This is an optimization exercise on Yosys and OpenROAD, whose aim is small area and a short achievable clock period, not a production implementation. RTL that was checked went through simulation tests only; none was proved equivalent to the original. The RTL of run 1 was laid out without a check of its function.

==> flow/design.v (outline; a module is shown in full before it is edited, if it fits) <==
// module ConvEngine: 897 lines
module ConvEngine (
    input         clk,
    input         rst,
    input  [31:0] DMAport,
    input         acc_enable,
    input         acc_clear,
    output [31:0] result
);
  // ...
==> flow/run.sh <==
#!/bin/bash
# synth_recipe.tcl (not shown) runs the flow's synth.tcl, then flattens the netlist and writes it again
# the make line also repeats each setting of config.mk as NAME=value (left out here)
make -C /OpenROAD-flow-scripts/flow DESIGN_CONFIG=/design/flow/config.mk WORK_HOME=/design/flow/orfs CLKGATE_MAP_FILE= SYNTH_SCRIPT=/design/flow/synth_recipe.tcl finish
==> flow/config.mk <==
export PLATFORM = sky130hd
export DESIGN_NAME = ConvEngine
export DESIGN_NICKNAME = ConvEngine
export VERILOG_FILES = /design/flow/design.v
export SDC_FILE = /design/flow/constraint.sdc
export NUM_CORES = 4
export LEC_CHECK = 0
export ABC_CLOCK_PERIOD_IN_PS = 2500
export CAP_MARGIN = 20
export CORE_MARGIN = 2
export CORE_UTILIZATION = 40
export SETUP_SLACK_MARGIN = 4.5
export SLEW_MARGIN = 20
==> flow/constraint.sdc <==
create_clock -name core_clock -period 10.0 [get_ports {clk}]
set_input_delay 2.0000 -clock core_clock [delete_from_list [all_inputs] [get_ports {clk}]]
set_output_delay 2.0000 -clock core_clock [all_outputs]
set_load 0.01 [all_outputs]
==> run notes, run 1 <==
status finished clean; nonclk buf count 120; asr flop ratio synth between 50% and 60%; GPL Wtd Cong 0.878; RSZ-0062 raised after global routing true; Worst Tran Pin Value between 0.9 and 1 ns; Critical Path RT approximately 10 ns; Worst R2R Start XP[21]$_DFF_PP0_; fin. max-slew vios 0; ratio of cells with drive above 1 in the final layout 13.2%; Starting Density roughly 40%; post-DP HPWL 32900 µm; Hold EP XP[23]$_DFF_PP0_; HP Start R0[23]$_DFFE_PP_; flip-flop and latch count 300; critical path capture point Y[13]$_DFFE_PP0P_; Critical Path Max Stage Delay approximately 0.54 ns; Register Area approximately 8300 µm²; cell count after synthesis approximately 1700; number of flops mapped to enable cells by yosys around 140; number of global-route vias before repair around 13000; Clock Skew approximately 0.040 ns; placed instance count between 2000 and 2500
==> run 2, diff against run 1 <==
==> flow/design.v (replaced) <==
module ConvEngine (
    input         clk,
    input         rst,
    input  [31:0] DMAport,
    input         acc_enable,
    input         acc_clear,
    output [31:0] result
);
  reg  [23:0] R0, R1, R2, R3, R4, R5;
  reg  [5:0]  z;               
  reg  [2:0]  lr;              
  reg  [31:0] acc_p, acc_g;    
  wire       wr  = DMAport[7];
  wire [2:0] sel = DMAport[2:0];
  wire [23:0] data = DMAport[31:8];
  wire       valid = wr & (sel < 3'd6);
  always @(posedge clk) begin
    if (wr) begin
      case (sel)
        3'd0: R0 <= data;
        3'd1: R1 <= data;
        3'd2: R2 <= data;
        3'd3: R3 <= data;
        3'd4: R4 <= data;
        3'd5: R5 <= data;
        default: ;
      endcase
    end
  end
  wire [2:0] lrn = valid ? ((sel == 3'd0 || sel == 3'd3) ? 3'b001 :
                            (sel == 3'd1 || sel == 3'd4) ? 3'b010 : 3'b100) : lr;
  wire [5:0] zn = z & ~({5'd0, valid} << sel);
  always @(posedge clk or posedge rst) begin
    if (rst) begin
      z <= 6'b111111;
      lr <= 3'b001;
    end else begin
      z <= zn;
      lr <= lrn;
    end
  end
  wire       wp = valid & (sel < 3'd3);      
  wire       wk = valid & (sel >= 3'd3);     
  wire [2:0] qp = {3{~wp}} & lrn & ~z[2:0];
  wire [2:0] qk = {3{~wk}} & lrn & ~z[5:3];
  wire [23:0] xp_n = ({24{wp}} & data) | ({24{qp[0]}} & R0) | ({24{qp[1]}} & R1) | ({24{qp[2]}} & R2);
  wire [23:0] xk_n = ({24{wk}} & data) | ({24{qk[0]}} & R3) | ({24{qk[1]}} & R4) | ({24{qk[2]}} & R5);
  wire [11:0] bo_n, bt_n, bn_n;
  genvar gm, gi;
  generate
    for (gm = 0; gm < 3; gm = gm + 1) begin : enc
      wire [7:0] k = xk_n[16 - 8 * gm +: 8];
      wire [8:0] kx = {k, 1'b0};
      for (gi = 0; gi < 4; gi = gi + 1) begin : dig
        assign bo_n[4 * gm + gi] = kx[2 * gi + 1] ^ kx[2 * gi];
        assign bt_n[4 * gm + gi] = (kx[2 * gi + 2] ^ kx[2 * gi + 1]) & ~(kx[2 * gi + 1] ^ kx[2 * gi]);
        assign bn_n[4 * gm + gi] = kx[2 * gi + 2];
      end
    end
  endgenerate
  wire [1:0] bc_n = xk_n[23] + xk_n[15] + xk_n[7];
  reg  [23:0] XP;
  reg  [11:0] bo, bt, bn;
  reg  [1:0]  bc;
  always @(posedge clk or posedge rst) begin
    if (rst) begin
      XP <= 24'd0;
      bo <= 12'd0;
      bt <= 12'd0;
      bn <= 12'd0;
      bc <= 2'd0;
    end else begin
      XP <= xp_n;
      bo <= bo_n;
      bt <= bt_n;
      bn <= bn_n;
      bc <= bc_n;
    end
  end
  wire [23:0] pix = XP;
  wire n1 = (((bo[0] & pix[16])) ^ bn[0]);
  wire n2 = (((bo[0] & pix[17]) | (bt[0] & pix[16])) ^ bn[0]);
  wire n3 = (((bo[0] & pix[18]) | (bt[0] & pix[17])) ^ bn[0]);
  wire n4 = (((bo[0] & pix[19]) | (bt[0] & pix[18])) ^ bn[0]);
  wire n5 = (((bo[0] & pix[20]) | (bt[0] & pix[19])) ^ bn[0]);
  wire n6 = (((bo[0] & pix[21]) | (bt[0] & pix[20])) ^ bn[0]);
  wire n7 = (((bo[0] & pix[22]) | (bt[0] & pix[21])) ^ bn[0]);
  wire n8 = (((bo[0] & pix[23]) | (bt[0] & pix[22])) ^ bn[0]);
  wire n9 = ~(((bo[0] & pix[23]) | (bt[0] & pix[23])) ^ bn[0]);
  wire n10 = (((bo[1] & pix[16])) ^ bn[1]);
  wire n11 = (((bo[1] & pix[17]) | (bt[1] & pix[16])) ^ bn[1]);
  wire n12 = (((bo[1] & pix[18]) | (bt[1] & pix[17])) ^ bn[1]);
  wire n13 = (((bo[1] & pix[19]) | (bt[1] & pix[18])) ^ bn[1]);
  wire n14 = (((bo[1] & pix[20]) | (bt[1] & pix[19])) ^ bn[1]);
  wire n15 = (((bo[1] & pix[21]) | (bt[1] & pix[20])) ^ bn[1]);
  wire n16 = (((bo[1] & pix[22]) | (bt[1] & pix[21])) ^ bn[1]);
  wire n17 = (((bo[1] & pix[23]) | (bt[1] & pix[22])) ^ bn[1]);
  wire n18 = ~(((bo[1] & pix[23]) | (bt[1] & pix[23])) ^ bn[1]);
  wire n19 = (((bo[2] & pix[16])) ^ bn[2]);
  wire n20 = (((bo[2] & pix[17]) | (bt[2] & pix[16])) ^ bn[2]);
  wire n21 = (((bo[2] & pix[18]) | (bt[2] & pix[17])) ^ bn[2]);
  wire n22 = (((bo[2] & pix[19]) | (bt[2] & pix[18])) ^ bn[2]);
  wire n23 = (((bo[2] & pix[20]) | (bt[2] & pix[19])) ^ bn[2]);
  wire n24 = (((bo[2] & pix[21]) | (bt[2] & pix[20])) ^ bn[2]);
  wire n25 = (((bo[2] & pix[22]) | (bt[2] & pix[21])) ^ bn[2]);
  wire n26 = (((bo[2] & pix[23]) | (bt[2] & pix[22])) ^ bn[2]);
  wire n27 = ~(((bo[2] & pix[23]) | (bt[2] & pix[23])) ^ bn[2]);
  wire n28 = (((bo[3] & pix[16])) ^ bn[3]);
  wire n29 = (((bo[3] & pix[17]) | (bt[3] & pix[16])) ^ bn[3]);
  wire n30 = (((bo[3] & pix[18]) | (bt[3] & pix[17])) ^ bn[3]);
  wire n31 = (((bo[3] & pix[19]) | (bt[3] & pix[18])) ^ bn[3]);
  wire n32 = (((bo[3] & pix[20]) | (bt[3] & pix[19])) ^ bn[3]);
  wire n33 = (((bo[3] & pix[21]) | (bt[3] & pix[20])) ^ bn[3]);
  wire n34 = (((bo[3] & pix[22]) | (bt[3] & pix[21])) ^ bn[3]);
  wire n35 = (((bo[3] & pix[23]) | (bt[3] & pix[22])) ^ bn[3]);
  wire n36 = ~(((bo[3] & pix[23]) | (bt[3] & pix[23])) ^ bn[3]);
  wire n37 = (((bo[4] & pix[8])) ^ bn[4]);
  wire n38 = (((bo[4] & pix[9]) | (bt[4] & pix[8])) ^ bn[4]);
  wire n39 = (((bo[4] & pix[10]) | (bt[4] & pix[9])) ^ bn[4]);
  wire n40 = (((bo[4] & pix[11]) | (bt[4] & pix[10])) ^ bn[4]);
  wire n41 = (((bo[4] & pix[12]) | (bt[4] & pix[11])) ^ bn[4]);
  wire n42 = (((bo[4] & pix[13]) | (bt[4] & pix[12])) ^ bn[4]);
  wire n43 = (((bo[4] & pix[14]) | (bt[4] & pix[13])) ^ bn[4]);
  wire n44 = (((bo[4] & pix[15]) | (bt[4] & pix[14])) ^ bn[4]);
  wire n45 = ~(((bo[4] & pix[15]) | (bt[4] & pix[15])) ^ bn[4]);
  wire n46 = (((bo[5] & pix[8])) ^ bn[5]);
  wire n47 = (((bo[5] & pix[9]) | (bt[5] & pix[8])) ^ bn[5]);
  wire n48 = (((bo[5] & pix[10]) | (bt[5] & pix[9])) ^ bn[5]);
  wire n49 = (((bo[5] & pix[11]) | (bt[5] & pix[10])) ^ bn[5]);
  wire n50 = (((bo[5] & pix[12]) | (bt[5] & pix[11])) ^ bn[5]);
  wire n51 = (((bo[5] & pix[13]) | (bt[5] & pix[12])) ^ bn[5]);
  wire n52 = (((bo[5] & pix[14]) | (bt[5] & pix[13])) ^ bn[5]);
  wire n53 = (((bo[5] & pix[15]) | (bt[5] & pix[14])) ^ bn[5]);
  wire n54 = ~(((bo[5] & pix[15]) | (bt[5] & pix[15])) ^ bn[5]);
  wire n55 = (((bo[6] & pix[8])) ^ bn[6]);
  wire n56 = (((bo[6] & pix[9]) | (bt[6] & pix[8])) ^ bn[6]);
  wire n57 = (((bo[6] & pix[10]) | (bt[6] & pix[9])) ^ bn[6]);
  wire n58 = (((bo[6] & pix[11]) | (bt[6] & pix[10])) ^ bn[6]);
  wire n59 = (((bo[6] & pix[12]) | (bt[6] & pix[11])) ^ bn[6]);
  wire n60 = (((bo[6] & pix[13]) | (bt[6] & pix[12])) ^ bn[6]);
  wire n61 = (((bo[6] & pix[14]) | (bt[6] & pix[13])) ^ bn[6]);
  wire n62 = (((bo[6] & pix[15]) | (bt[6] & pix[14])) ^ bn[6]);
  wire n63 = ~(((bo[6] & pix[15]) | (bt[6] & pix[15])) ^ bn[6]);
  wire n64 = (((bo[7] & pix[8])) ^ bn[7]);
  wire n65 = (((bo[7] & pix[9]) | (bt[7] & pix[8])) ^ bn[7]);
  wire n66 = (((bo[7] & pix[10]) | (bt[7] & pix[9])) ^ bn[7]);
  wire n67 = (((bo[7] & pix[11]) | (bt[7] & pix[10])) ^ bn[7]);
  wire n68 = (((bo[7] & pix[12]) | (bt[7] & pix[11])) ^ bn[7]);
  wire n69 = (((bo[7] & pix[13]) | (bt[7] & pix[12])) ^ bn[7]);
  wire n70 = (((bo[7] & pix[14]) | (bt[7] & pix[13])) ^ bn[7]);
  wire n71 = (((bo[7] & pix[15]) | (bt[7] & pix[14])) ^ bn[7]);
  wire n72 = ~(((bo[7] & pix[15]) | (bt[7] & pix[15])) ^ bn[7]);
  wire n73 = (((bo[8] & pix[0])) ^ bn[8]);
  wire n74 = (((bo[8] & pix[1]) | (bt[8] & pix[0])) ^ bn[8]);
  wire n75 = (((bo[8] & pix[2]) | (bt[8] & pix[1])) ^ bn[8]);
  wire n76 = (((bo[8] & pix[3]) | (bt[8] & pix[2])) ^ bn[8]);
  wire n77 = (((bo[8] & pix[4]) | (bt[8] & pix[3])) ^ bn[8]);
  wire n78 = (((bo[8] & pix[5]) | (bt[8] & pix[4])) ^ bn[8]);
  wire n79 = (((bo[8] & pix[6]) | (bt[8] & pix[5])) ^ bn[8]);
  wire n80 = (((bo[8] & pix[7]) | (bt[8] & pix[6])) ^ bn[8]);
  wire n81 = ~(((bo[8] & pix[7]) | (bt[8] & pix[7])) ^ bn[8]);
  wire n82 = (((bo[9] & pix[0])) ^ bn[9]);
  wire n83 = (((bo[9] & pix[1]) | (bt[9] & pix[0])) ^ bn[9]);
  wire n84 = (((bo[9] & pix[2]) | (bt[9] & pix[1])) ^ bn[9]);
  wire n85 = (((bo[9] & pix[3]) | (bt[9] & pix[2])) ^ bn[9]);
  wire n86 = (((bo[9] & pix[4]) | (bt[9] & pix[3])) ^ bn[9]);
  wire n87 = (((bo[9] & pix[5]) | (bt[9] & pix[4])) ^ bn[9]);
  wire n88 = (((bo[9] & pix[6]) | (bt[9] & pix[5])) ^ bn[9]);
  wire n89 = (((bo[9] & pix[7]) | (bt[9] & pix[6])) ^ bn[9]);
  wire n90 = ~(((bo[9] & pix[7]) | (bt[9] & pix[7])) ^ bn[9]);
  wire n91 = (((bo[10] & pix[0])) ^ bn[10]);
  wire n92 = (((bo[10] & pix[1]) | (bt[10] & pix[0])) ^ bn[10]);
  wire n93 = (((bo[10] & pix[2]) | (bt[10] & pix[1])) ^ bn[10]);
  wire n94 = (((bo[10] & pix[3]) | (bt[10] & pix[2])) ^ bn[10]);
  wire n95 = (((bo[10] & pix[4]) | (bt[10] & pix[3])) ^ bn[10]);
  wire n96 = (((bo[10] & pix[5]) | (bt[10] & pix[4])) ^ bn[10]);
  wire n97 = (((bo[10] & pix[6]) | (bt[10] & pix[5])) ^ bn[10]);
  wire n98 = (((bo[10] & pix[7]) | (bt[10] & pix[6])) ^ bn[10]);
  wire n99 = ~(((bo[10] & pix[7]) | (bt[10] & pix[7])) ^ bn[10]);
  wire n100 = (((bo[11] & pix[0])) ^ bn[11]);
  wire n101 = (((bo[11] & pix[1]) | (bt[11] & pix[0])) ^ bn[11]);
  wire n102 = (((bo[11] & pix[2]) | (bt[11] & pix[1])) ^ bn[11]);
  wire n103 = (((bo[11] & pix[3]) | (bt[11] & pix[2])) ^ bn[11]);
  wire n104 = (((bo[11] & pix[4]) | (bt[11] & pix[3])) ^ bn[11]);
  wire n105 = (((bo[11] & pix[5]) | (bt[11] & pix[4])) ^ bn[11]);
  wire n106 = (((bo[11] & pix[6]) | (bt[11] & pix[5])) ^ bn[11]);
  wire n107 = (((bo[11] & pix[7]) | (bt[11] & pix[6])) ^ bn[11]);
  wire n108 = ~(((bo[11] & pix[7]) | (bt[11] & pix[7])) ^ bn[11]);
  wire n109 = bn[2] ^ bn[6] ^ bn[10];
  wire n110 = (bn[2] & bn[6]) | (bn[2] & bn[10]) | (bn[6] & bn[10]);
  wire n111 = n5 ^ n12;
  wire n112 = n5 & n12;
  wire n113 = n6 ^ n13 ^ n20;
  wire n114 = (n6 & n13) | (n6 & n20) | (n13 & n20);
  wire n115 = bc[0] ^ n7 ^ n14;
  wire n116 = (bc[0] & n7) | (bc[0] & n14) | (n7 & n14);
  wire n117 = n21 ^ n28 ^ n43;
  wire n118 = (n21 & n28) | (n21 & n43) | (n28 & n43);
  wire n119 = n50 ^ n57;
  wire n120 = n50 & n57;
  wire n121 = bc[1] ^ n8 ^ n15;
  wire n122 = (bc[1] & n8) | (bc[1] & n15) | (n8 & n15);
  wire n123 = n22 ^ n29 ^ n44;
  wire n124 = (n22 & n29) | (n22 & n44) | (n29 & n44);
  wire n125 = n51 ^ n58 ^ n65;
  wire n126 = (n51 & n58) | (n51 & n65) | (n58 & n65);
  wire n127 = n80 ^ n87;
  wire n128 = n80 & n87;
  wire n129 = 1'b1 ^ n9 ^ n16;
  wire n130 = (1'b1 & n9) | (1'b1 & n16) | (n9 & n16);
  wire n131 = n23 ^ n30 ^ n45;
  wire n132 = (n23 & n30) | (n23 & n45) | (n30 & n45);
  wire n133 = n52 ^ n59 ^ n66;
  wire n134 = (n52 & n59) | (n52 & n66) | (n59 & n66);
  wire n135 = n81 ^ n88 ^ n95;
  wire n136 = (n81 & n88) | (n81 & n95) | (n88 & n95);
  wire n137 = n17 ^ n24 ^ n31;
  wire n138 = (n17 & n24) | (n17 & n31) | (n24 & n31);
  wire n139 = n53 ^ n60 ^ n67;
  wire n140 = (n53 & n60) | (n53 & n67) | (n60 & n67);
  wire n141 = n18 ^ n25 ^ n32;
  wire n142 = (n18 & n25) | (n18 & n32) | (n25 & n32);
  wire n143 = bn[1] ^ bn[5] ^ bn[9];
  wire n144 = (bn[1] & bn[5]) | (bn[1] & bn[9]) | (bn[5] & bn[9]);
  wire n145 = n3 ^ n10;
  wire n146 = n3 & n10;
  wire n147 = n4 ^ n11 ^ n40;
  wire n148 = (n4 & n11) | (n4 & n40) | (n11 & n40);
  wire n149 = n19 ^ n41 ^ n48;
  wire n150 = (n19 & n41) | (n19 & n48) | (n41 & n48);
  wire n151 = n55 ^ n77 ^ n84;
  wire n152 = (n55 & n77) | (n55 & n84) | (n77 & n84);
  wire n153 = n42 ^ n49 ^ n56;
  wire n154 = (n42 & n49) | (n42 & n56) | (n49 & n56);
  wire n155 = n78 ^ n85 ^ n92;
  wire n156 = (n78 & n85) | (n78 & n92) | (n85 & n92);
  wire n157 = n110 ^ n112;
  wire n158 = n110 & n112;
  wire n159 = n64 ^ n79 ^ n86;
  wire n160 = (n64 & n79) | (n64 & n86) | (n79 & n86);
  wire n161 = n93 ^ n100 ^ n119;
  wire n162 = (n93 & n100) | (n93 & n119) | (n100 & n119);
  wire n163 = n114 ^ n115 ^ n117;
  wire n164 = (n114 & n115) | (n114 & n117) | (n115 & n117);
  wire n165 = n94 ^ n101 ^ n120;
  wire n166 = (n94 & n101) | (n94 & n120) | (n101 & n120);
  wire n167 = n127 ^ n116 ^ n118;
  wire n168 = (n127 & n116) | (n127 & n118) | (n116 & n118);
  wire n169 = n121 ^ n123 ^ n125;
  wire n170 = (n121 & n123) | (n121 & n125) | (n123 & n125);
  wire n171 = n102 ^ n128 ^ n122;
  wire n172 = (n102 & n128) | (n102 & n122) | (n128 & n122);
  wire n173 = n124 ^ n126 ^ n129;
  wire n174 = (n124 & n126) | (n124 & n129) | (n126 & n129);
  wire n175 = n131 ^ n133 ^ n135;
  wire n176 = (n131 & n133) | (n131 & n135) | (n133 & n135);
  wire n177 = n89 ^ n96 ^ n103;
  wire n178 = (n89 & n96) | (n89 & n103) | (n96 & n103);
  wire n179 = n130 ^ n132 ^ n134;
  wire n180 = (n130 & n132) | (n130 & n134) | (n132 & n134);
  wire n181 = n136 ^ n137 ^ n139;
  wire n182 = (n136 & n137) | (n136 & n139) | (n137 & n139);
  wire n183 = n54 ^ n61 ^ n68;
  wire n184 = (n54 & n61) | (n54 & n68) | (n61 & n68);
  wire n185 = n90 ^ n97 ^ n104;
  wire n186 = (n90 & n97) | (n90 & n104) | (n97 & n104);
  wire n187 = n138 ^ n140 ^ n141;
  wire n188 = (n138 & n140) | (n138 & n141) | (n140 & n141);
  wire n189 = n26 ^ n33 ^ n62;
  wire n190 = (n26 & n33) | (n26 & n62) | (n33 & n62);
  wire n191 = n69 ^ n98 ^ n105;
  wire n192 = (n69 & n98) | (n69 & n105) | (n98 & n105);
  wire n193 = n27 ^ n34 ^ n63;
  wire n194 = (n27 & n34) | (n27 & n63) | (n34 & n63);
  wire n195 = bn[0] ^ bn[4] ^ bn[8];
  wire n196 = (bn[0] & bn[4]) | (bn[0] & bn[8]) | (bn[4] & bn[8]);
  wire n197 = n39 ^ n46 ^ n75;
  wire n198 = (n39 & n46) | (n39 & n75) | (n46 & n75);
  wire n199 = n47 ^ n76 ^ n83;
  wire n200 = (n47 & n76) | (n47 & n83) | (n76 & n83);
  wire n201 = n144 ^ n146;
  wire n202 = n144 & n146;
  wire n203 = n91 ^ n109 ^ n111;
  wire n204 = (n91 & n109) | (n91 & n111) | (n109 & n111);
  wire n205 = n148 ^ n149 ^ n151;
  wire n206 = (n148 & n149) | (n148 & n151) | (n149 & n151);
  wire n207 = n150 ^ n152 ^ n153;
  wire n208 = (n150 & n152) | (n150 & n153) | (n152 & n153);
  wire n209 = n155 ^ n113 ^ n157;
  wire n210 = (n155 & n113) | (n155 & n157) | (n113 & n157);
  wire n211 = n154 ^ n156 ^ n159;
  wire n212 = (n154 & n156) | (n154 & n159) | (n156 & n159);
  wire n213 = n158 ^ n161 ^ n163;
  wire n214 = (n158 & n161) | (n158 & n163) | (n161 & n163);
  wire n215 = n160 ^ n165 ^ n162;
  wire n216 = (n160 & n165) | (n160 & n162) | (n165 & n162);
  wire n217 = n167 ^ n164 ^ n169;
  wire n218 = (n167 & n164) | (n167 & n169) | (n164 & n169);
  wire n219 = n166 ^ n168 ^ n171;
  wire n220 = (n166 & n168) | (n166 & n171) | (n168 & n171);
  wire n221 = n170 ^ n173 ^ n175;
  wire n222 = (n170 & n173) | (n170 & n175) | (n173 & n175);
  wire n223 = n177 ^ n172 ^ n179;
  wire n224 = (n177 & n172) | (n177 & n179) | (n172 & n179);
  wire n225 = n174 ^ n176 ^ n181;
  wire n226 = (n174 & n176) | (n174 & n181) | (n176 & n181);
  wire n227 = n178 ^ n183 ^ n185;
  wire n228 = (n178 & n183) | (n178 & n185) | (n183 & n185);
  wire n229 = n180 ^ n182 ^ n187;
  wire n230 = (n180 & n182) | (n180 & n187) | (n182 & n187);
  wire n231 = n142 ^ n184 ^ n186;
  wire n232 = (n142 & n184) | (n142 & n186) | (n184 & n186);
  wire n233 = n189 ^ n191 ^ n188;
  wire n234 = (n189 & n191) | (n189 & n188) | (n191 & n188);
  wire n235 = n70 ^ n99 ^ n106;
  wire n236 = (n70 & n99) | (n70 & n106) | (n99 & n106);
  wire n237 = n190 ^ n192 ^ n193;
  wire n238 = (n190 & n192) | (n190 & n193) | (n192 & n193);
  wire n239 = n35 ^ n71 ^ n107;
  wire n240 = (n35 & n71) | (n35 & n107) | (n71 & n107);
  wire n241 = n1 ^ n37;
  wire n242 = n1 & n37;
  wire n243 = n2 ^ n38 ^ n74;
  wire n244 = (n2 & n38) | (n2 & n74) | (n38 & n74);
  wire n245 = n82 ^ n143 ^ n145;
  wire n246 = (n82 & n143) | (n82 & n145) | (n143 & n145);
  wire n247 = n198 ^ n199 ^ n147;
  wire n248 = (n198 & n199) | (n198 & n147) | (n199 & n147);
  wire n249 = n200 ^ n202 ^ n203;
  wire n250 = (n200 & n202) | (n200 & n203) | (n202 & n203);
  wire n251 = n204 ^ n206 ^ n207;
  wire n252 = (n204 & n206) | (n204 & n207) | (n206 & n207);
  wire n253 = n208 ^ n211 ^ n210;
  wire n254 = (n208 & n211) | (n208 & n210) | (n211 & n210);
  wire n255 = n212 ^ n215 ^ n214;
  wire n256 = (n212 & n215) | (n212 & n214) | (n215 & n214);
  wire n257 = n216 ^ n219 ^ n218;
  wire n258 = (n216 & n219) | (n216 & n218) | (n219 & n218);
  wire n259 = n220 ^ n223 ^ n222;
  wire n260 = (n220 & n223) | (n220 & n222) | (n223 & n222);
  wire n261 = n227 ^ n224 ^ n226;
  wire n262 = (n227 & n224) | (n227 & n226) | (n224 & n226);
  wire n263 = n231 ^ n228 ^ n233;
  wire n264 = (n231 & n228) | (n231 & n233) | (n228 & n233);
  wire n265 = n235 ^ n232 ^ n237;
  wire n266 = (n235 & n232) | (n235 & n237) | (n232 & n237);
  wire n267 = n194 ^ n236 ^ n239;
  wire n268 = (n194 & n236) | (n194 & n239) | (n236 & n239);
  wire n269 = n36 ^ n72 ^ n108;
  wire n270 = (n36 & n72) | (n36 & n108) | (n72 & n108);
  wire n271 = n73 ^ n195;
  wire n272 = n73 & n195;
  wire n273 = n196 ^ n242 ^ n243;
  wire n274 = (n196 & n242) | (n196 & n243) | (n242 & n243);
  wire n275 = n244 ^ n197 ^ n245;
  wire n276 = (n244 & n197) | (n244 & n245) | (n197 & n245);
  wire n277 = n201 ^ n246 ^ n247;
  wire n278 = (n201 & n246) | (n201 & n247) | (n246 & n247);
  wire n279 = n248 ^ n205 ^ n249;
  wire n280 = (n248 & n205) | (n248 & n249) | (n205 & n249);
  wire n281 = n209 ^ n250 ^ n251;
  wire n282 = (n209 & n250) | (n209 & n251) | (n250 & n251);
  wire n283 = n252 ^ n253 ^ n213;
  wire n284 = (n252 & n253) | (n252 & n213) | (n253 & n213);
  wire n285 = n254 ^ n217 ^ n255;
  wire n286 = (n254 & n217) | (n254 & n255) | (n217 & n255);
  wire n287 = n221 ^ n256 ^ n257;
  wire n288 = (n221 & n256) | (n221 & n257) | (n256 & n257);
  wire n289 = n225 ^ n258 ^ n259;
  wire n290 = (n225 & n258) | (n225 & n259) | (n258 & n259);
  wire n291 = n229 ^ n260 ^ n261;
  wire n292 = (n229 & n260) | (n229 & n261) | (n260 & n261);
  wire n293 = n230 ^ n262 ^ n263;
  wire n294 = (n230 & n262) | (n230 & n263) | (n262 & n263);
  wire n295 = n234 ^ n265 ^ n264;
  wire n296 = (n234 & n265) | (n234 & n264) | (n265 & n264);
  wire n297 = n238 ^ n267 ^ n266;
  wire n298 = (n238 & n267) | (n238 & n266) | (n267 & n266);
  wire n299 = n240 ^ n269 ^ n268;
  wire n300 = (n240 & n269) | (n240 & n268) | (n269 & n268);
  wire [18:0] t1a = {1'b0, 1'b0, 1'b1, n270, n299, n297, n295, n293, n291, n289, n287, n285, n283, n281, n279, n277, n275, n273, n271};
  wire [18:0] t1b = {1'b0, 1'b0, 1'b0, n300, n298, n296, n294, n292, n290, n288, n286, n284, n282, n280, n278, n276, n274, n272, n241};
  wire n301 = (n273 & n272) | ((n273 ^ n272) & (n271 & n241));
  wire n302 = (n273 ^ n272) & (n271 ^ n241);
  wire n303 = (n277 & n276) | ((n277 ^ n276) & (n275 & n274));
  wire n304 = (n277 ^ n276) & (n275 ^ n274);
  wire n305 = (n281 & n280) | ((n281 ^ n280) & (n279 & n278));
  wire n306 = (n281 ^ n280) & (n279 ^ n278);
  wire n307 = (n285 & n284) | ((n285 ^ n284) & (n283 & n282));
  wire n308 = (n285 ^ n284) & (n283 ^ n282);
  wire n309 = (n289 & n288) | ((n289 ^ n288) & (n287 & n286));
  wire n310 = (n289 ^ n288) & (n287 ^ n286);
  wire n311 = (n293 & n292) | ((n293 ^ n292) & (n291 & n290));
  wire n312 = (n293 ^ n292) & (n291 ^ n290);
  wire n313 = (n297 & n296) | ((n297 ^ n296) & (n295 & n294));
  wire n314 = (n297 ^ n296) & (n295 ^ n294);
  wire n315 = (n270 & n300) | ((n270 ^ n300) & (n299 & n298));
  wire n316 = (n270 ^ n300) & (n299 ^ n298);
  wire n317 = 1'b0 | (1'b0 & 1'b0);
  wire n318 = 1'b0 & 1'b1;
  wire n319 = (n275 & n274) | ((n275 ^ n274) & n301);
  wire n320 = (n275 ^ n274) & n302;
  wire n321 = n303 | (n304 & n301);
  wire n322 = n304 & n302;
  wire n323 = (n283 & n282) | ((n283 ^ n282) & n305);
  wire n324 = (n283 ^ n282) & n306;
  wire n325 = n307 | (n308 & n305);
  wire n326 = n308 & n306;
  wire n327 = (n291 & n290) | ((n291 ^ n290) & n309);
  wire n328 = (n291 ^ n290) & n310;
  wire n329 = n311 | (n312 & n309);
  wire n330 = n312 & n310;
  wire n331 = (n299 & n298) | ((n299 ^ n298) & n313);
  wire n332 = (n299 ^ n298) & n314;
  wire n333 = n315 | (n316 & n313);
  wire n334 = n316 & n314;
  wire n335 = (n279 & n278) | ((n279 ^ n278) & n321);
  wire n336 = (n279 ^ n278) & n322;
  wire n337 = n305 | (n306 & n321);
  wire n338 = n306 & n322;
  wire n339 = n323 | (n324 & n321);
  wire n340 = n324 & n322;
  wire n341 = n325 | (n326 & n321);
  wire n342 = n326 & n322;
  wire n343 = (n295 & n294) | ((n295 ^ n294) & n329);
  wire n344 = (n295 ^ n294) & n330;
  wire n345 = n313 | (n314 & n329);
  wire n346 = n314 & n330;
  wire n347 = n331 | (n332 & n329);
  wire n348 = n332 & n330;
  wire n349 = n333 | (n334 & n329);
  wire n350 = n334 & n330;
  wire n351 = (n287 & n286) | ((n287 ^ n286) & n341);
  wire n352 = (n287 ^ n286) & n342;
  wire n353 = n309 | (n310 & n341);
  wire n354 = n310 & n342;
  wire n355 = n327 | (n328 & n341);
  wire n356 = n328 & n342;
  wire n357 = n329 | (n330 & n341);
  wire n358 = n330 & n342;
  wire n359 = n343 | (n344 & n341);
  wire n360 = n344 & n342;
  wire n361 = n345 | (n346 & n341);
  wire n362 = n346 & n342;
  wire n363 = n347 | (n348 & n341);
  wire n364 = n348 & n342;
  wire n365 = n349 | (n350 & n341);
  wire n366 = n350 & n342;
  wire n367 = 1'b0 | (1'b1 & n365);
  wire n368 = 1'b1 & n366;
  wire n369 = n317 | (n318 & n365);
  wire n370 = n318 & n366;
  wire [17:0] dres = {(1'b0 ^ n367), (1'b1 ^ n365), ((n270 ^ n300) ^ n363), ((n299 ^ n298) ^ n361), ((n297 ^ n296) ^ n359), ((n295 ^ n294) ^ n357), ((n293 ^ n292) ^ n355), ((n291 ^ n290) ^ n353), ((n289 ^ n288) ^ n351), ((n287 ^ n286) ^ n341), ((n285 ^ n284) ^ n339), ((n283 ^ n282) ^ n337), ((n281 ^ n280) ^ n335), ((n279 ^ n278) ^ n321), ((n277 ^ n276) ^ n319), ((n275 ^ n274) ^ n301), ((n273 ^ n272) ^ (n271 & n241)), (n271 ^ n241)};
  wire n371 = acc_p[17] ^ acc_g[16];
  wire n372 = acc_p[17] & acc_g[16];
  wire n373 = acc_p[1] ^ acc_g[0];
  wire n374 = acc_p[1] & acc_g[0];
  wire n375 = acc_p[2] ^ acc_g[1] ^ X[2];
  wire n376 = (acc_p[2] & acc_g[1]) | (acc_p[2] & X[2]) | (acc_g[1] & X[2]);
  wire n377 = acc_p[3] ^ acc_g[2] ^ X[3];
  wire n378 = (acc_p[3] & acc_g[2]) | (acc_p[3] & X[3]) | (acc_g[2] & X[3]);
  wire n379 = acc_p[4] ^ acc_g[3] ^ X[4];
  wire n380 = (acc_p[4] & acc_g[3]) | (acc_p[4] & X[4]) | (acc_g[3] & X[4]);
  wire n381 = acc_p[5] ^ acc_g[4] ^ X[5];
  wire n382 = (acc_p[5] & acc_g[4]) | (acc_p[5] & X[5]) | (acc_g[4] & X[5]);
  wire n383 = acc_p[6] ^ acc_g[5] ^ X[6];
  wire n384 = (acc_p[6] & acc_g[5]) | (acc_p[6] & X[6]) | (acc_g[5] & X[6]);
  wire n385 = acc_p[7] ^ acc_g[6] ^ X[7];
  wire n386 = (acc_p[7] & acc_g[6]) | (acc_p[7] & X[7]) | (acc_g[6] & X[7]);
  wire n387 = acc_p[8] ^ acc_g[7] ^ X[8];
  wire n388 = (acc_p[8] & acc_g[7]) | (acc_p[8] & X[8]) | (acc_g[7] & X[8]);
  wire n389 = acc_p[9] ^ acc_g[8] ^ X[9];
  wire n390 = (acc_p[9] & acc_g[8]) | (acc_p[9] & X[9]) | (acc_g[8] & X[9]);
  wire n391 = acc_p[10] ^ acc_g[9] ^ X[10];
  wire n392 = (acc_p[10] & acc_g[9]) | (acc_p[10] & X[10]) | (acc_g[9] & X[10]);
  wire n393 = acc_p[11] ^ acc_g[10] ^ X[11];
  wire n394 = (acc_p[11] & acc_g[10]) | (acc_p[11] & X[11]) | (acc_g[10] & X[11]);
  wire n395 = acc_p[12] ^ acc_g[11] ^ X[12];
  wire n396 = (acc_p[12] & acc_g[11]) | (acc_p[12] & X[12]) | (acc_g[11] & X[12]);
  wire n397 = acc_p[13] ^ acc_g[12] ^ X[13];
  wire n398 = (acc_p[13] & acc_g[12]) | (acc_p[13] & X[13]) | (acc_g[12] & X[13]);
  wire n399 = acc_p[14] ^ acc_g[13] ^ X[14];
  wire n400 = (acc_p[14] & acc_g[13]) | (acc_p[14] & X[14]) | (acc_g[13] & X[14]);
  wire n401 = acc_p[15] ^ acc_g[14] ^ X[15];
  wire n402 = (acc_p[15] & acc_g[14]) | (acc_p[15] & X[15]) | (acc_g[14] & X[15]);
  wire n403 = acc_p[16] ^ acc_g[15] ^ X[16];
  wire n404 = (acc_p[16] & acc_g[15]) | (acc_p[16] & X[16]) | (acc_g[15] & X[16]);
  wire n405 = 1'b1 ^ X[17] ^ Y[17];
  wire n406 = (1'b1 & X[17]) | (1'b1 & Y[17]) | (X[17] & Y[17]);
  wire n407 = acc_p[18] ^ acc_g[17];
  wire n408 = acc_p[18] & acc_g[17];
  wire n409 = acc_p[19] ^ acc_g[18];
  wire n410 = acc_p[19] & acc_g[18];
  wire n411 = acc_p[20] ^ acc_g[19];
  wire n412 = acc_p[20] & acc_g[19];
  wire n413 = acc_p[21] ^ acc_g[20];
  wire n414 = acc_p[21] & acc_g[20];
  wire n415 = acc_p[22] ^ acc_g[21];
  wire n416 = acc_p[22] & acc_g[21];
  wire n417 = acc_p[23] ^ acc_g[22];
  wire n418 = acc_p[23] & acc_g[22];
  wire n419 = acc_p[24] ^ acc_g[23];
  wire n420 = acc_p[24] & acc_g[23];
  wire n421 = acc_p[25] ^ acc_g[24];
  wire n422 = acc_p[25] & acc_g[24];
  wire n423 = acc_p[26] ^ acc_g[25];
  wire n424 = acc_p[26] & acc_g[25];
  wire n425 = acc_p[27] ^ acc_g[26];
  wire n426 = acc_p[27] & acc_g[26];
  wire n427 = acc_p[28] ^ acc_g[27];
  wire n428 = acc_p[28] & acc_g[27];
  wire n429 = acc_p[29] ^ acc_g[28];
  wire n430 = acc_p[29] & acc_g[28];
  wire n431 = acc_p[30] ^ acc_g[29];
  wire n432 = acc_p[30] & acc_g[29];
  wire n433 = acc_p[31] ^ acc_g[30];
  wire n434 = acc_p[31] & acc_g[30];
  wire n435 = acc_p[0] ^ X[0];
  wire n436 = acc_p[0] & X[0];
  wire n437 = X[1] ^ Y[1] ^ n373;
  wire n438 = (X[1] & Y[1]) | (X[1] & n373) | (Y[1] & n373);
  wire n439 = Y[2] ^ n374 ^ n375;
  wire n440 = (Y[2] & n374) | (Y[2] & n375) | (n374 & n375);
  wire n441 = Y[3] ^ n376 ^ n377;
  wire n442 = (Y[3] & n376) | (Y[3] & n377) | (n376 & n377);
  wire n443 = Y[4] ^ n378 ^ n379;
  wire n444 = (Y[4] & n378) | (Y[4] & n379) | (n378 & n379);
  wire n445 = Y[5] ^ n380 ^ n381;
  wire n446 = (Y[5] & n380) | (Y[5] & n381) | (n380 & n381);
  wire n447 = Y[6] ^ n382 ^ n383;
  wire n448 = (Y[6] & n382) | (Y[6] & n383) | (n382 & n383);
  wire n449 = Y[7] ^ n384 ^ n385;
  wire n450 = (Y[7] & n384) | (Y[7] & n385) | (n384 & n385);
  wire n451 = Y[8] ^ n386 ^ n387;
  wire n452 = (Y[8] & n386) | (Y[8] & n387) | (n386 & n387);
  wire n453 = Y[9] ^ n388 ^ n389;
  wire n454 = (Y[9] & n388) | (Y[9] & n389) | (n388 & n389);
  wire n455 = Y[10] ^ n390 ^ n391;
  wire n456 = (Y[10] & n390) | (Y[10] & n391) | (n390 & n391);
  wire n457 = Y[11] ^ n392 ^ n393;
  wire n458 = (Y[11] & n392) | (Y[11] & n393) | (n392 & n393);
  wire n459 = Y[12] ^ n394 ^ n395;
  wire n460 = (Y[12] & n394) | (Y[12] & n395) | (n394 & n395);
  wire n461 = Y[13] ^ n396 ^ n397;
  wire n462 = (Y[13] & n396) | (Y[13] & n397) | (n396 & n397);
  wire n463 = Y[14] ^ n398 ^ n399;
  wire n464 = (Y[14] & n398) | (Y[14] & n399) | (n398 & n399);
  wire n465 = Y[15] ^ n400 ^ n401;
  wire n466 = (Y[15] & n400) | (Y[15] & n401) | (n400 & n401);
  wire n467 = Y[16] ^ n402 ^ n403;
  wire n468 = (Y[16] & n402) | (Y[16] & n403) | (n402 & n403);
  wire n469 = n371 ^ n404 ^ n405;
  wire n470 = (n371 & n404) | (n371 & n405) | (n404 & n405);
  wire n471 = n372 ^ n407 ^ n406;
  wire n472 = (n372 & n407) | (n372 & n406) | (n407 & n406);
  wire n473 = 1'b1 ^ n408 ^ n409;
  wire n474 = (1'b1 & n408) | (1'b1 & n409) | (n408 & n409);
  wire n475 = 1'b1 ^ n410 ^ n411;
  wire n476 = (1'b1 & n410) | (1'b1 & n411) | (n410 & n411);
  wire n477 = 1'b1 ^ n412 ^ n413;
  wire n478 = (1'b1 & n412) | (1'b1 & n413) | (n412 & n413);
  wire n479 = 1'b1 ^ n414 ^ n415;
  wire n480 = (1'b1 & n414) | (1'b1 & n415) | (n414 & n415);
  wire n481 = 1'b1 ^ n416 ^ n417;
  wire n482 = (1'b1 & n416) | (1'b1 & n417) | (n416 & n417);
  wire n483 = 1'b1 ^ n418 ^ n419;
  wire n484 = (1'b1 & n418) | (1'b1 & n419) | (n418 & n419);
  wire n485 = 1'b1 ^ n420 ^ n421;
  wire n486 = (1'b1 & n420) | (1'b1 & n421) | (n420 & n421);
  wire n487 = 1'b1 ^ n422 ^ n423;
  wire n488 = (1'b1 & n422) | (1'b1 & n423) | (n422 & n423);
  wire n489 = 1'b1 ^ n424 ^ n425;
  wire n490 = (1'b1 & n424) | (1'b1 & n425) | (n424 & n425);
  wire n491 = 1'b1 ^ n426 ^ n427;
  wire n492 = (1'b1 & n426) | (1'b1 & n427) | (n426 & n427);
  wire n493 = 1'b1 ^ n428 ^ n429;
  wire n494 = (1'b1 & n428) | (1'b1 & n429) | (n428 & n429);
  wire n495 = 1'b1 ^ n430 ^ n431;
  wire n496 = (1'b1 & n430) | (1'b1 & n431) | (n430 & n431);
  wire n497 = 1'b1 ^ n432 ^ n433;
  wire n498 = (1'b1 & n432) | (1'b1 & n433) | (n432 & n433);
  wire n499 = ((n437) & (n436)) | (((n437) ^ (n436)) & ((n435) & (Y[0])));
  wire n500 = ((n437) ^ (n436)) & ((n435) ^ (Y[0]));
  wire n501 = ((n441) & (n440)) | (((n441) ^ (n440)) & ((n439) & (n438)));
  wire n502 = ((n441) ^ (n440)) & ((n439) ^ (n438));
  wire n503 = ((n445) & (n444)) | (((n445) ^ (n444)) & ((n443) & (n442)));
  wire n504 = ((n445) ^ (n444)) & ((n443) ^ (n442));
  wire n505 = ((n449) & (n448)) | (((n449) ^ (n448)) & ((n447) & (n446)));
  wire n506 = ((n449) ^ (n448)) & ((n447) ^ (n446));
  wire n507 = ((n453) & (n452)) | (((n453) ^ (n452)) & ((n451) & (n450)));
  wire n508 = ((n453) ^ (n452)) & ((n451) ^ (n450));
  wire n509 = ((n457) & (n456)) | (((n457) ^ (n456)) & ((n455) & (n454)));
  wire n510 = ((n457) ^ (n456)) & ((n455) ^ (n454));
  wire n511 = ((n461) & (n460)) | (((n461) ^ (n460)) & ((n459) & (n458)));
  wire n512 = ((n461) ^ (n460)) & ((n459) ^ (n458));
  wire n513 = ((n465) & (n464)) | (((n465) ^ (n464)) & ((n463) & (n462)));
  wire n514 = ((n465) ^ (n464)) & ((n463) ^ (n462));
  wire n515 = ((n469) & (n468)) | (((n469) ^ (n468)) & ((n467) & (n466)));
  wire n516 = ((n469) ^ (n468)) & ((n467) ^ (n466));
  wire n517 = ((n473) & (n472)) | (((n473) ^ (n472)) & ((n471) & (n470)));
  wire n518 = ((n473) ^ (n472)) & ((n471) ^ (n470));
  wire n519 = ((n477) & (n476)) | (((n477) ^ (n476)) & ((n475) & (n474)));
  wire n520 = ((n477) ^ (n476)) & ((n475) ^ (n474));
  wire n521 = ((n481) & (n480)) | (((n481) ^ (n480)) & ((n479) & (n478)));
  wire n522 = ((n481) ^ (n480)) & ((n479) ^ (n478));
  wire n523 = ((n485) & (n484)) | (((n485) ^ (n484)) & ((n483) & (n482)));
  wire n524 = ((n485) ^ (n484)) & ((n483) ^ (n482));
  wire n525 = ((n489) & (n488)) | (((n489) ^ (n488)) & ((n487) & (n486)));
  wire n526 = ((n489) ^ (n488)) & ((n487) ^ (n486));
  wire n527 = ((n493) & (n492)) | (((n493) ^ (n492)) & ((n491) & (n490)));
  wire n528 = ((n493) ^ (n492)) & ((n491) ^ (n490));
  wire n529 = ((n497) & (n496)) | (((n497) ^ (n496)) & ((n495) & (n494)));
  wire n530 = ((n497) ^ (n496)) & ((n495) ^ (n494));
  wire n531 = ((n439) & (n438)) | (((n439) ^ (n438)) & n499);
  wire n532 = ((n439) ^ (n438)) & n500;
  wire n533 = n501 | (n502 & n499);
  wire n534 = n502 & n500;
  wire n535 = ((n447) & (n446)) | (((n447) ^ (n446)) & n503);
  wire n536 = ((n447) ^ (n446)) & n504;
  wire n537 = n505 | (n506 & n503);
  wire n538 = n506 & n504;
  wire n539 = ((n455) & (n454)) | (((n455) ^ (n454)) & n507);
  wire n540 = ((n455) ^ (n454)) & n508;
  wire n541 = n509 | (n510 & n507);
  wire n542 = n510 & n508;
  wire n543 = ((n463) & (n462)) | (((n463) ^ (n462)) & n511);
  wire n544 = ((n463) ^ (n462)) & n512;
  wire n545 = n513 | (n514 & n511);
  wire n546 = n514 & n512;
  wire n547 = ((n471) & (n470)) | (((n471) ^ (n470)) & n515);
  wire n548 = ((n471) ^ (n470)) & n516;
  wire n549 = n517 | (n518 & n515);
  wire n550 = n518 & n516;
  wire n551 = ((n479) & (n478)) | (((n479) ^ (n478)) & n519);
  wire n552 = ((n479) ^ (n478)) & n520;
  wire n553 = n521 | (n522 & n519);
  wire n554 = n522 & n520;
  wire n555 = ((n487) & (n486)) | (((n487) ^ (n486)) & n523);
  wire n556 = ((n487) ^ (n486)) & n524;
  wire n557 = n525 | (n526 & n523);
  wire n558 = n526 & n524;
  wire n559 = ((n495) & (n494)) | (((n495) ^ (n494)) & n527);
  wire n560 = ((n495) ^ (n494)) & n528;
  wire n561 = n529 | (n530 & n527);
  wire n562 = n530 & n528;
  wire n563 = ((n443) & (n442)) | (((n443) ^ (n442)) & n533);
  wire n564 = ((n443) ^ (n442)) & n534;
  wire n565 = n503 | (n504 & n533);
  wire n566 = n504 & n534;
  wire n567 = n535 | (n536 & n533);
  wire n568 = n536 & n534;
  wire n569 = n537 | (n538 & n533);
  wire n570 = n538 & n534;
  wire n571 = ((n459) & (n458)) | (((n459) ^ (n458)) & n541);
  wire n572 = ((n459) ^ (n458)) & n542;
  wire n573 = n511 | (n512 & n541);
  wire n574 = n512 & n542;
  wire n575 = n543 | (n544 & n541);
  wire n576 = n544 & n542;
  wire n577 = n545 | (n546 & n541);
  wire n578 = n546 & n542;
  wire n579 = ((n475) & (n474)) | (((n475) ^ (n474)) & n549);
  wire n580 = ((n475) ^ (n474)) & n550;
  wire n581 = n519 | (n520 & n549);
  wire n582 = n520 & n550;
  wire n583 = n551 | (n552 & n549);
  wire n584 = n552 & n550;
  wire n585 = n553 | (n554 & n549);
  wire n586 = n554 & n550;
  wire n587 = ((n491) & (n490)) | (((n491) ^ (n490)) & n557);
  wire n588 = ((n491) ^ (n490)) & n558;
  wire n589 = n527 | (n528 & n557);
  wire n590 = n528 & n558;
  wire n591 = n559 | (n560 & n557);
  wire n592 = n560 & n558;
  wire n593 = n561 | (n562 & n557);
  wire n594 = n562 & n558;
  wire n595 = ((n451) & (n450)) | (((n451) ^ (n450)) & n569);
  wire n596 = ((n451) ^ (n450)) & n570;
  wire n597 = n507 | (n508 & n569);
  wire n598 = n508 & n570;
  wire n599 = n539 | (n540 & n569);
  wire n600 = n540 & n570;
  wire n601 = n541 | (n542 & n569);
  wire n602 = n542 & n570;
  wire n603 = n571 | (n572 & n569);
  wire n604 = n572 & n570;
  wire n605 = n573 | (n574 & n569);
  wire n606 = n574 & n570;
  wire n607 = n575 | (n576 & n569);
  wire n608 = n576 & n570;
  wire n609 = n577 | (n578 & n569);
  wire n610 = n578 & n570;
  wire n611 = ((n483) & (n482)) | (((n483) ^ (n482)) & n585);
  wire n612 = ((n483) ^ (n482)) & n586;
  wire n613 = n523 | (n524 & n585);
  wire n614 = n524 & n586;
  wire n615 = n555 | (n556 & n585);
  wire n616 = n556 & n586;
  wire n617 = n557 | (n558 & n585);
  wire n618 = n558 & n586;
  wire n619 = n587 | (n588 & n585);
  wire n620 = n588 & n586;
  wire n621 = n589 | (n590 & n585);
  wire n622 = n590 & n586;
  wire n623 = n591 | (n592 & n585);
  wire n624 = n592 & n586;
  wire n625 = n593 | (n594 & n585);
  wire n626 = n594 & n586;
  wire n627 = ((n467) & (n466)) | (((n467) ^ (n466)) & n609);
  wire n628 = ((n467) ^ (n466)) & n610;
  wire n629 = n515 | (n516 & n609);
  wire n630 = n516 & n610;
  wire n631 = n547 | (n548 & n609);
  wire n632 = n548 & n610;
  wire n633 = n549 | (n550 & n609);
  wire n634 = n550 & n610;
  wire n635 = n579 | (n580 & n609);
  wire n636 = n580 & n610;
  wire n637 = n581 | (n582 & n609);
  wire n638 = n582 & n610;
  wire n639 = n583 | (n584 & n609);
  wire n640 = n584 & n610;
  wire n641 = n585 | (n586 & n609);
  wire n642 = n586 & n610;
  wire n643 = n611 | (n612 & n609);
  wire n644 = n612 & n610;
  wire n645 = n613 | (n614 & n609);
  wire n646 = n614 & n610;
  wire n647 = n615 | (n616 & n609);
  wire n648 = n616 & n610;
  wire n649 = n617 | (n618 & n609);
  wire n650 = n618 & n610;
  wire n651 = n619 | (n620 & n609);
  wire n652 = n620 & n610;
  wire n653 = n621 | (n622 & n609);
  wire n654 = n622 & n610;
  wire n655 = n623 | (n624 & n609);
  wire n656 = n624 & n610;
  wire n657 = n625 | (n626 & n609);
  wire n658 = n626 & n610;
  wire [31:0] early = {(((n497) ^ (n496)) ^ n655), (((n495) ^ (n494)) ^ n653), (((n493) ^ (n492)) ^ n651), (((n491) ^ (n490)) ^ n649), (((n489) ^ (n488)) ^ n647), (((n487) ^ (n486)) ^ n645), (((n485) ^ (n484)) ^ n643), (((n483) ^ (n482)) ^ n641), (((n481) ^ (n480)) ^ n639), (((n479) ^ (n478)) ^ n637), (((n477) ^ (n476)) ^ n635), (((n475) ^ (n474)) ^ n633), (((n473) ^ (n472)) ^ n631), (((n471) ^ (n470)) ^ n629), (((n469) ^ (n468)) ^ n627), (((n467) ^ (n466)) ^ n609), (((n465) ^ (n464)) ^ n607), (((n463) ^ (n462)) ^ n605), (((n461) ^ (n460)) ^ n603), (((n459) ^ (n458)) ^ n601), (((n457) ^ (n456)) ^ n599), (((n455) ^ (n454)) ^ n597), (((n453) ^ (n452)) ^ n595), (((n451) ^ (n450)) ^ n569), (((n449) ^ (n448)) ^ n567), (((n447) ^ (n446)) ^ n565), (((n445) ^ (n444)) ^ n563), (((n443) ^ (n442)) ^ n533), (((n441) ^ (n440)) ^ n531), (((n439) ^ (n438)) ^ n499), (((n437) ^ (n436)) ^ ((n435) & (Y[0]))), ((n435) ^ (Y[0]))};
  wire n659 = n271 ^ n241 ^ early[0];
  wire n660 = (n271 & n241) | (n271 & early[0]) | (n241 & early[0]);
  wire n661 = n273 ^ n272 ^ early[1];
  wire n662 = (n273 & n272) | (n273 & early[1]) | (n272 & early[1]);
  wire n663 = n275 ^ n274 ^ early[2];
  wire n664 = (n275 & n274) | (n275 & early[2]) | (n274 & early[2]);
  wire n665 = n277 ^ n276 ^ early[3];
  wire n666 = (n277 & n276) | (n277 & early[3]) | (n276 & early[3]);
  wire n667 = n279 ^ n278 ^ early[4];
  wire n668 = (n279 & n278) | (n279 & early[4]) | (n278 & early[4]);
  wire n669 = n281 ^ n280 ^ early[5];
  wire n670 = (n281 & n280) | (n281 & early[5]) | (n280 & early[5]);
  wire n671 = n283 ^ n282 ^ early[6];
  wire n672 = (n283 & n282) | (n283 & early[6]) | (n282 & early[6]);
  wire n673 = n285 ^ n284 ^ early[7];
  wire n674 = (n285 & n284) | (n285 & early[7]) | (n284 & early[7]);
  wire n675 = n287 ^ n286 ^ early[8];
  wire n676 = (n287 & n286) | (n287 & early[8]) | (n286 & early[8]);
  wire n677 = n289 ^ n288 ^ early[9];
  wire n678 = (n289 & n288) | (n289 & early[9]) | (n288 & early[9]);
  wire n679 = n291 ^ n290 ^ early[10];
  wire n680 = (n291 & n290) | (n291 & early[10]) | (n290 & early[10]);
  wire n681 = n293 ^ n292 ^ early[11];
  wire n682 = (n293 & n292) | (n293 & early[11]) | (n292 & early[11]);
  wire n683 = n295 ^ n294 ^ early[12];
  wire n684 = (n295 & n294) | (n295 & early[12]) | (n294 & early[12]);
  wire n685 = n297 ^ n296 ^ early[13];
  wire n686 = (n297 & n296) | (n297 & early[13]) | (n296 & early[13]);
  wire n687 = n299 ^ n298 ^ early[14];
  wire n688 = (n299 & n298) | (n299 & early[14]) | (n298 & early[14]);
  wire n689 = n270 ^ n300 ^ early[15];
  wire n690 = (n270 & n300) | (n270 & early[15]) | (n300 & early[15]);
  wire n691 = 1'b1 ^ early[16];
  wire n692 = 1'b1 & early[16];
  wire [31:0] t2p = {early[31], early[30], early[29], early[28], early[27], early[26], early[25], early[24], early[23], early[22], early[21], early[20], early[19], early[18], (n692 ^ early[17]), (n690 ^ n691), (n688 ^ n689), (n686 ^ n687), (n684 ^ n685), (n682 ^ n683), (n680 ^ n681), (n678 ^ n679), (n676 ^ n677), (n674 ^ n675), (n672 ^ n673), (n670 ^ n671), (n668 ^ n669), (n666 ^ n667), (n664 ^ n665), (n662 ^ n663), (n660 ^ n661), n659};
  wire [31:0] t2g = {1'b0, 1'b0, 1'b0, 1'b0, 1'b0, 1'b0, 1'b0, 1'b0, 1'b0, 1'b0, 1'b0, 1'b0, 1'b0, 1'b0, (n692 & early[17]), (n690 & n691), (n688 & n689), (n686 & n687), (n684 & n685), (n682 & n683), (n680 & n681), (n678 & n679), (n676 & n677), (n674 & n675), (n672 & n673), (n670 & n671), (n668 & n669), (n666 & n667), (n664 & n665), (n662 & n663), (n660 & n661), 1'b0};
  wire n693 = acc_g[1] | (acc_p[1] & acc_g[0]);
  wire n694 = acc_p[1] & acc_p[0];
  wire n695 = acc_g[3] | (acc_p[3] & acc_g[2]);
  wire n696 = acc_p[3] & acc_p[2];
  wire n697 = acc_g[5] | (acc_p[5] & acc_g[4]);
  wire n698 = acc_p[5] & acc_p[4];
  wire n699 = acc_g[7] | (acc_p[7] & acc_g[6]);
  wire n700 = acc_p[7] & acc_p[6];
  wire n701 = acc_g[9] | (acc_p[9] & acc_g[8]);
  wire n702 = acc_p[9] & acc_p[8];
  wire n703 = acc_g[11] | (acc_p[11] & acc_g[10]);
  wire n704 = acc_p[11] & acc_p[10];
  wire n705 = acc_g[13] | (acc_p[13] & acc_g[12]);
  wire n706 = acc_p[13] & acc_p[12];
  wire n707 = acc_g[15] | (acc_p[15] & acc_g[14]);
  wire n708 = acc_p[15] & acc_p[14];
  wire n709 = acc_g[17] | (acc_p[17] & acc_g[16]);
  wire n710 = acc_p[17] & acc_p[16];
  wire n711 = acc_g[19] | (acc_p[19] & acc_g[18]);
  wire n712 = acc_p[19] & acc_p[18];
  wire n713 = acc_g[21] | (acc_p[21] & acc_g[20]);
  wire n714 = acc_p[21] & acc_p[20];
  wire n715 = acc_g[23] | (acc_p[23] & acc_g[22]);
  wire n716 = acc_p[23] & acc_p[22];
  wire n717 = acc_g[25] | (acc_p[25] & acc_g[24]);
  wire n718 = acc_p[25] & acc_p[24];
  wire n719 = acc_g[27] | (acc_p[27] & acc_g[26]);
  wire n720 = acc_p[27] & acc_p[26];
  wire n721 = acc_g[29] | (acc_p[29] & acc_g[28]);
  wire n722 = acc_p[29] & acc_p[28];
  wire n723 = acc_g[31] | (acc_p[31] & acc_g[30]);
  wire n724 = acc_p[31] & acc_p[30];
  wire n725 = acc_g[2] | (acc_p[2] & n693);
  wire n726 = acc_p[2] & n694;
  wire n727 = n695 | (n696 & n693);
  wire n728 = n696 & n694;
  wire n729 = acc_g[6] | (acc_p[6] & n697);
  wire n730 = acc_p[6] & n698;
  wire n731 = n699 | (n700 & n697);
  wire n732 = n700 & n698;
  wire n733 = acc_g[10] | (acc_p[10] & n701);
  wire n734 = acc_p[10] & n702;
  wire n735 = n703 | (n704 & n701);
  wire n736 = n704 & n702;
  wire n737 = acc_g[14] | (acc_p[14] & n705);
  wire n738 = acc_p[14] & n706;
  wire n739 = n707 | (n708 & n705);
  wire n740 = n708 & n706;
  wire n741 = acc_g[18] | (acc_p[18] & n709);
  wire n742 = acc_p[18] & n710;
  wire n743 = n711 | (n712 & n709);
  wire n744 = n712 & n710;
  wire n745 = acc_g[22] | (acc_p[22] & n713);
  wire n746 = acc_p[22] & n714;
  wire n747 = n715 | (n716 & n713);
  wire n748 = n716 & n714;
  wire n749 = acc_g[26] | (acc_p[26] & n717);
  wire n750 = acc_p[26] & n718;
  wire n751 = n719 | (n720 & n717);
  wire n752 = n720 & n718;
  wire n753 = acc_g[30] | (acc_p[30] & n721);
  wire n754 = acc_p[30] & n722;
  wire n755 = n723 | (n724 & n721);
  wire n756 = n724 & n722;
  wire n757 = acc_g[4] | (acc_p[4] & n727);
  wire n758 = acc_p[4] & n728;
  wire n759 = n697 | (n698 & n727);
  wire n760 = n698 & n728;
  wire n761 = n729 | (n730 & n727);
  wire n762 = n730 & n728;
  wire n763 = n731 | (n732 & n727);
  wire n764 = n732 & n728;
  wire n765 = acc_g[12] | (acc_p[12] & n735);
  wire n766 = acc_p[12] & n736;
  wire n767 = n705 | (n706 & n735);
  wire n768 = n706 & n736;
  wire n769 = n737 | (n738 & n735);
  wire n770 = n738 & n736;
  wire n771 = n739 | (n740 & n735);
  wire n772 = n740 & n736;
  wire n773 = acc_g[20] | (acc_p[20] & n743);
  wire n774 = acc_p[20] & n744;
  wire n775 = n713 | (n714 & n743);
  wire n776 = n714 & n744;
  wire n777 = n745 | (n746 & n743);
  wire n778 = n746 & n744;
  wire n779 = n747 | (n748 & n743);
  wire n780 = n748 & n744;
  wire n781 = acc_g[28] | (acc_p[28] & n751);
  wire n782 = acc_p[28] & n752;
  wire n783 = n721 | (n722 & n751);
  wire n784 = n722 & n752;
  wire n785 = n753 | (n754 & n751);
  wire n786 = n754 & n752;
  wire n787 = n755 | (n756 & n751);
  wire n788 = n756 & n752;
  wire n789 = acc_g[8] | (acc_p[8] & n763);
  wire n790 = acc_p[8] & n764;
  wire n791 = n701 | (n702 & n763);
  wire n792 = n702 & n764;
  wire n793 = n733 | (n734 & n763);
  wire n794 = n734 & n764;
  wire n795 = n735 | (n736 & n763);
  wire n796 = n736 & n764;
  wire n797 = n765 | (n766 & n763);
  wire n798 = n766 & n764;
  wire n799 = n767 | (n768 & n763);
  wire n800 = n768 & n764;
  wire n801 = n769 | (n770 & n763);
  wire n802 = n770 & n764;
  wire n803 = n771 | (n772 & n763);
  wire n804 = n772 & n764;
  wire n805 = acc_g[24] | (acc_p[24] & n779);
  wire n806 = acc_p[24] & n780;
  wire n807 = n717 | (n718 & n779);
  wire n808 = n718 & n780;
  wire n809 = n749 | (n750 & n779);
  wire n810 = n750 & n780;
  wire n811 = n751 | (n752 & n779);
  wire n812 = n752 & n780;
  wire n813 = n781 | (n782 & n779);
  wire n814 = n782 & n780;
  wire n815 = n783 | (n784 & n779);
  wire n816 = n784 & n780;
  wire n817 = n785 | (n786 & n779);
  wire n818 = n786 & n780;
  wire n819 = n787 | (n788 & n779);
  wire n820 = n788 & n780;
  wire n821 = acc_g[16] | (acc_p[16] & n803);
  wire n822 = acc_p[16] & n804;
  wire n823 = n709 | (n710 & n803);
  wire n824 = n710 & n804;
  wire n825 = n741 | (n742 & n803);
  wire n826 = n742 & n804;
  wire n827 = n743 | (n744 & n803);
  wire n828 = n744 & n804;
  wire n829 = n773 | (n774 & n803);
  wire n830 = n774 & n804;
  wire n831 = n775 | (n776 & n803);
  wire n832 = n776 & n804;
  wire n833 = n777 | (n778 & n803);
  wire n834 = n778 & n804;
  wire n835 = n779 | (n780 & n803);
  wire n836 = n780 & n804;
  wire n837 = n805 | (n806 & n803);
  wire n838 = n806 & n804;
  wire n839 = n807 | (n808 & n803);
  wire n840 = n808 & n804;
  wire n841 = n809 | (n810 & n803);
  wire n842 = n810 & n804;
  wire n843 = n811 | (n812 & n803);
  wire n844 = n812 & n804;
  wire n845 = n813 | (n814 & n803);
  wire n846 = n814 & n804;
  wire n847 = n815 | (n816 & n803);
  wire n848 = n816 & n804;
  wire n849 = n817 | (n818 & n803);
  wire n850 = n818 & n804;
  wire n851 = n819 | (n820 & n803);
  wire n852 = n820 & n804;
  wire [31:0] result_sum = {(acc_p[31] ^ n849), (acc_p[30] ^ n847), (acc_p[29] ^ n845), (acc_p[28] ^ n843), (acc_p[27] ^ n841), (acc_p[26] ^ n839), (acc_p[25] ^ n837), (acc_p[24] ^ n835), (acc_p[23] ^ n833), (acc_p[22] ^ n831), (acc_p[21] ^ n829), (acc_p[20] ^ n827), (acc_p[19] ^ n825), (acc_p[18] ^ n823), (acc_p[17] ^ n821), (acc_p[16] ^ n803), (acc_p[15] ^ n801), (acc_p[14] ^ n799), (acc_p[13] ^ n797), (acc_p[12] ^ n795), (acc_p[11] ^ n793), (acc_p[10] ^ n791), (acc_p[9] ^ n789), (acc_p[8] ^ n763), (acc_p[7] ^ n761), (acc_p[6] ^ n759), (acc_p[5] ^ n757), (acc_p[4] ^ n727), (acc_p[3] ^ n725), (acc_p[2] ^ n693), (acc_p[1] ^ acc_g[0]), acc_p[0]};
  reg  [17:0] X, Y;
  wire [2:0] lc = ~(lr | lrn);                      
  wire       c_in_x = (lc[0] | (lc[1] & lrn[2]));   
  wire [17:0] pc = c_in_x ? X : Y;
  wire       a_low = (lr[0] | (lr[1] & lc[2]));     
  always @(posedge clk or posedge rst) begin
    if (rst) begin
      X <= 18'h20000;
      Y <= 18'h20000;
    end else if (lrn != lr) begin
      X <= a_low ? dres : pc;
      Y <= a_low ? pc : dres;
    end
  end
  always @(posedge clk or posedge rst) begin
    if (rst) begin
      acc_p <= 32'd0;
      acc_g <= 32'd0;
    end else if (acc_clear) begin
      acc_p <= 32'd0;
      acc_g <= 32'd0;
    end else if (acc_enable) begin
      acc_p <= t2p;
      acc_g <= t2g;
    end
  end
  assign result = result_sum;
endmodule
==> run notes, run 2 <==
# DRC 0 (unchanged); Core Rows 80 (unchanged); Fin. Hold Viols 0 (unchanged); Synth Register Bits 300 (unchanged); RSZ-0062 raised after global routing true (unchanged); Critical Path RT 8.00 ns (was 10.48 ns); Core Footprint 47900 µm² (was 47800 µm²); Critical Path Max Stage Delay 0.53 ns (was 0.54 ns); GPL Wtd Cong 0.884 (was 0.878); simple-gate share of the synthesized area 7.44% (was 7.53%); Register Area 8280 µm² (about the same); io pins 68 (unchanged); cell count after synthesis 1726 (was 1733); post-DP HPWL 32500 µm (was 32900 µm); commonest non-fill, non-tap cells in the layout inv_1, edfxtp_1, fa_1 (unchanged); fill count 4310 (was 4342); placed instance count 2319 (was 2330); CTS Buf Count 35 (was 34); number of flops mapped to enable cells by yosys 144 (unchanged); initial drt markers 1068 (was 1136); Clock Skew 0.0291 ns (was 0.0398 ns); Starting Density 40.6% (about the same); fin cells 2410 (was 2429); critical path's slowest cell clkdlybuf4s50_1 (was fa_1); Yosys top cell area share 22.2% (was 22.3%); ratio of cells with drive above 1 in the final layout 12.3% (was 13.2%); asr flop ratio synth 52.0% (unchanged); status finished clean (unchanged); Clk pin slew, worst setup/hold paths 0.06 ns (about the same); GRT overflow 0 (unchanged); fmax 184 MHz (was 187 MHz); number of global-route vias before repair 13113 (was 13120); Distinct cells, synth 76 (was 72); PortBufs 63 (unchanged); fin. max-slew vios 0 (unchanged); Synth Area in Adders 21.1% (was 20.9%); DR WL/cell 18.7 µm (was 18.9 µm); Max-slew headroom 36.8% (was 38.4%); Worst Tran Pin Value 0.948 ns (was 0.924 ns); WL final 45000 µm (was 45900 µm); Top FF cell, synth dfrtp_1 (unchanged)
## run 2: cell count changes in the layout (fill, tap and decap cells not counted), moves of 5 or more
cell | before | now
a21o_1 | 7 | 18
a222oi_1 | 24 | 0
a22oi_1 | 87 | 137
buf_4 | 56 | 44
clkdlybuf4s50_1 | 44 | 51
dlygate4sd2_1 | 14 | 4
nand2_1 | 117 | 98
nand3b_1 | 2 | 9
nor2_1 | 124 | 103
nor3_1 | 12 | 6
o21a_1 | 7 | 2
o21ai_0 | 38 | 32
o21ai_1 | 3 | 10
o22ai_1 | 26 | 21
## run 2: critical path, delay by kind of cell (launching register included)
| kind | cells | cell delay [ns] |
|---|---|---|
| compound gates | 4 | 0.89 |
| buf+inv | 2 | 0.69 |
| fa+ha+maj | 2 | 0.49 |
| flops | 1 | 0.44 |
| simple gates | 2 | 0.40 |
## run 2: worst paths after layout
path / start / to / slack, ns / cells after the start
max: acc_g[4]$_DFFE_PP0P_ / result[16] / 4.57 / 10
min: R1[0]$_DFFE_PP_ / XP[0]$_DFF_PP0_ / 0.46 / 2
min in group asynchronous: rst / bn[8]$_DFF_PP0_ / 1.87 / 2
max in group asynchronous: rst / acc_p[3]$_DFFE_PP0P_ / 6.74 / 3
min reg2reg: R1[0]$_DFFE_PP_ / XP[0]$_DFF_PP0_ / 0.46 / 2
max reg2reg: bo[5]$_DFF_PP0_ / X[15]$_DFFE_PP0P_ / 4.68 / 20
## run 2: per-stage QoR
stage / utilization [%] / worst slack (ns) / instance area (µm²)
2_1_floorplan: - / 4.67 / 19500
5_1_grt: 46.5 / 4.43 / 22300
4_1_cts: 46.1 / 4.50 / 22100
3_3_place_gp: 43.1 / 4.34 / 20700
3_5_place_dp: 43.1 / 4.32 / 20700
6_report: 46.5 / 4.57 / 22300
## run 2: layout make-up
cell class | count | area share [%]
Inverter | 181 | 3.06
Clock buffer | 48 | 4.61
Clock inverter | 16 | 0.796
Timing Repair Buffer | 108 | 4.34
Sequential cell | 300 | 37.1
Tap cell | 615 | 3.45
Multi-Input combinational cell | 1142 | 46.6
## run 2: what timing repair did
item,CTS,global route
gates resized for setup,38,50
pin swaps,7,8
endpoints found under the setup margin,26,25
buffers inserted,22,4
gates cloned,1,0
hold buffers,0,0
## run 2: kinds of logic after synthesis
logic type | Yosys count
AO/OA/AOI/OAI | 379
adder cells (fa/ha/maj) | 241
AND/OR/NAND/NOR | 313
flip-flops | 300
multiplexers | 42
buffers and inverters | 285
XOR/XNOR | 166
## run 2: routing by layer
layer / global-route usage (%) / part of all wire (%)
met1: 25.4 / 46
met2: 29.4 / 48
met3: 2.57 / 4.3
met4: 5.92 / 2.5
met5: 0 / 0

what the ideal ports hide:
How much do the figures lean on ideal ports? The routed layouts below were timed once more, with nothing changed but the port constraints. Step 1 assumes that a clkbuf_16 drives the clock port and a buf_2 every other input. Step 2 times the ports against the registers' clock, not the clock port: input delays grow and output delays shrink by t, the midpoint of the rising clock arrivals with the driver on. a / b / c = ideal ports / drivers / drivers and shift; a / b = the first two.
run | t, ns | slack for setup (ns) | slew at the worst register clock pin (ns)
run 1 | 0.613 | 4.651 / 4.647 / 4.290 | 0.07 / 0.07
run 2 | 0.601 | 4.567 / 4.510 / 4.500 | 0.06 / 0.06
After both steps setup and hold are still met in every run listed. The setup slack of run 1, which loses most, moves by -0.004 ns with the drivers and by -0.361 ns with both steps.
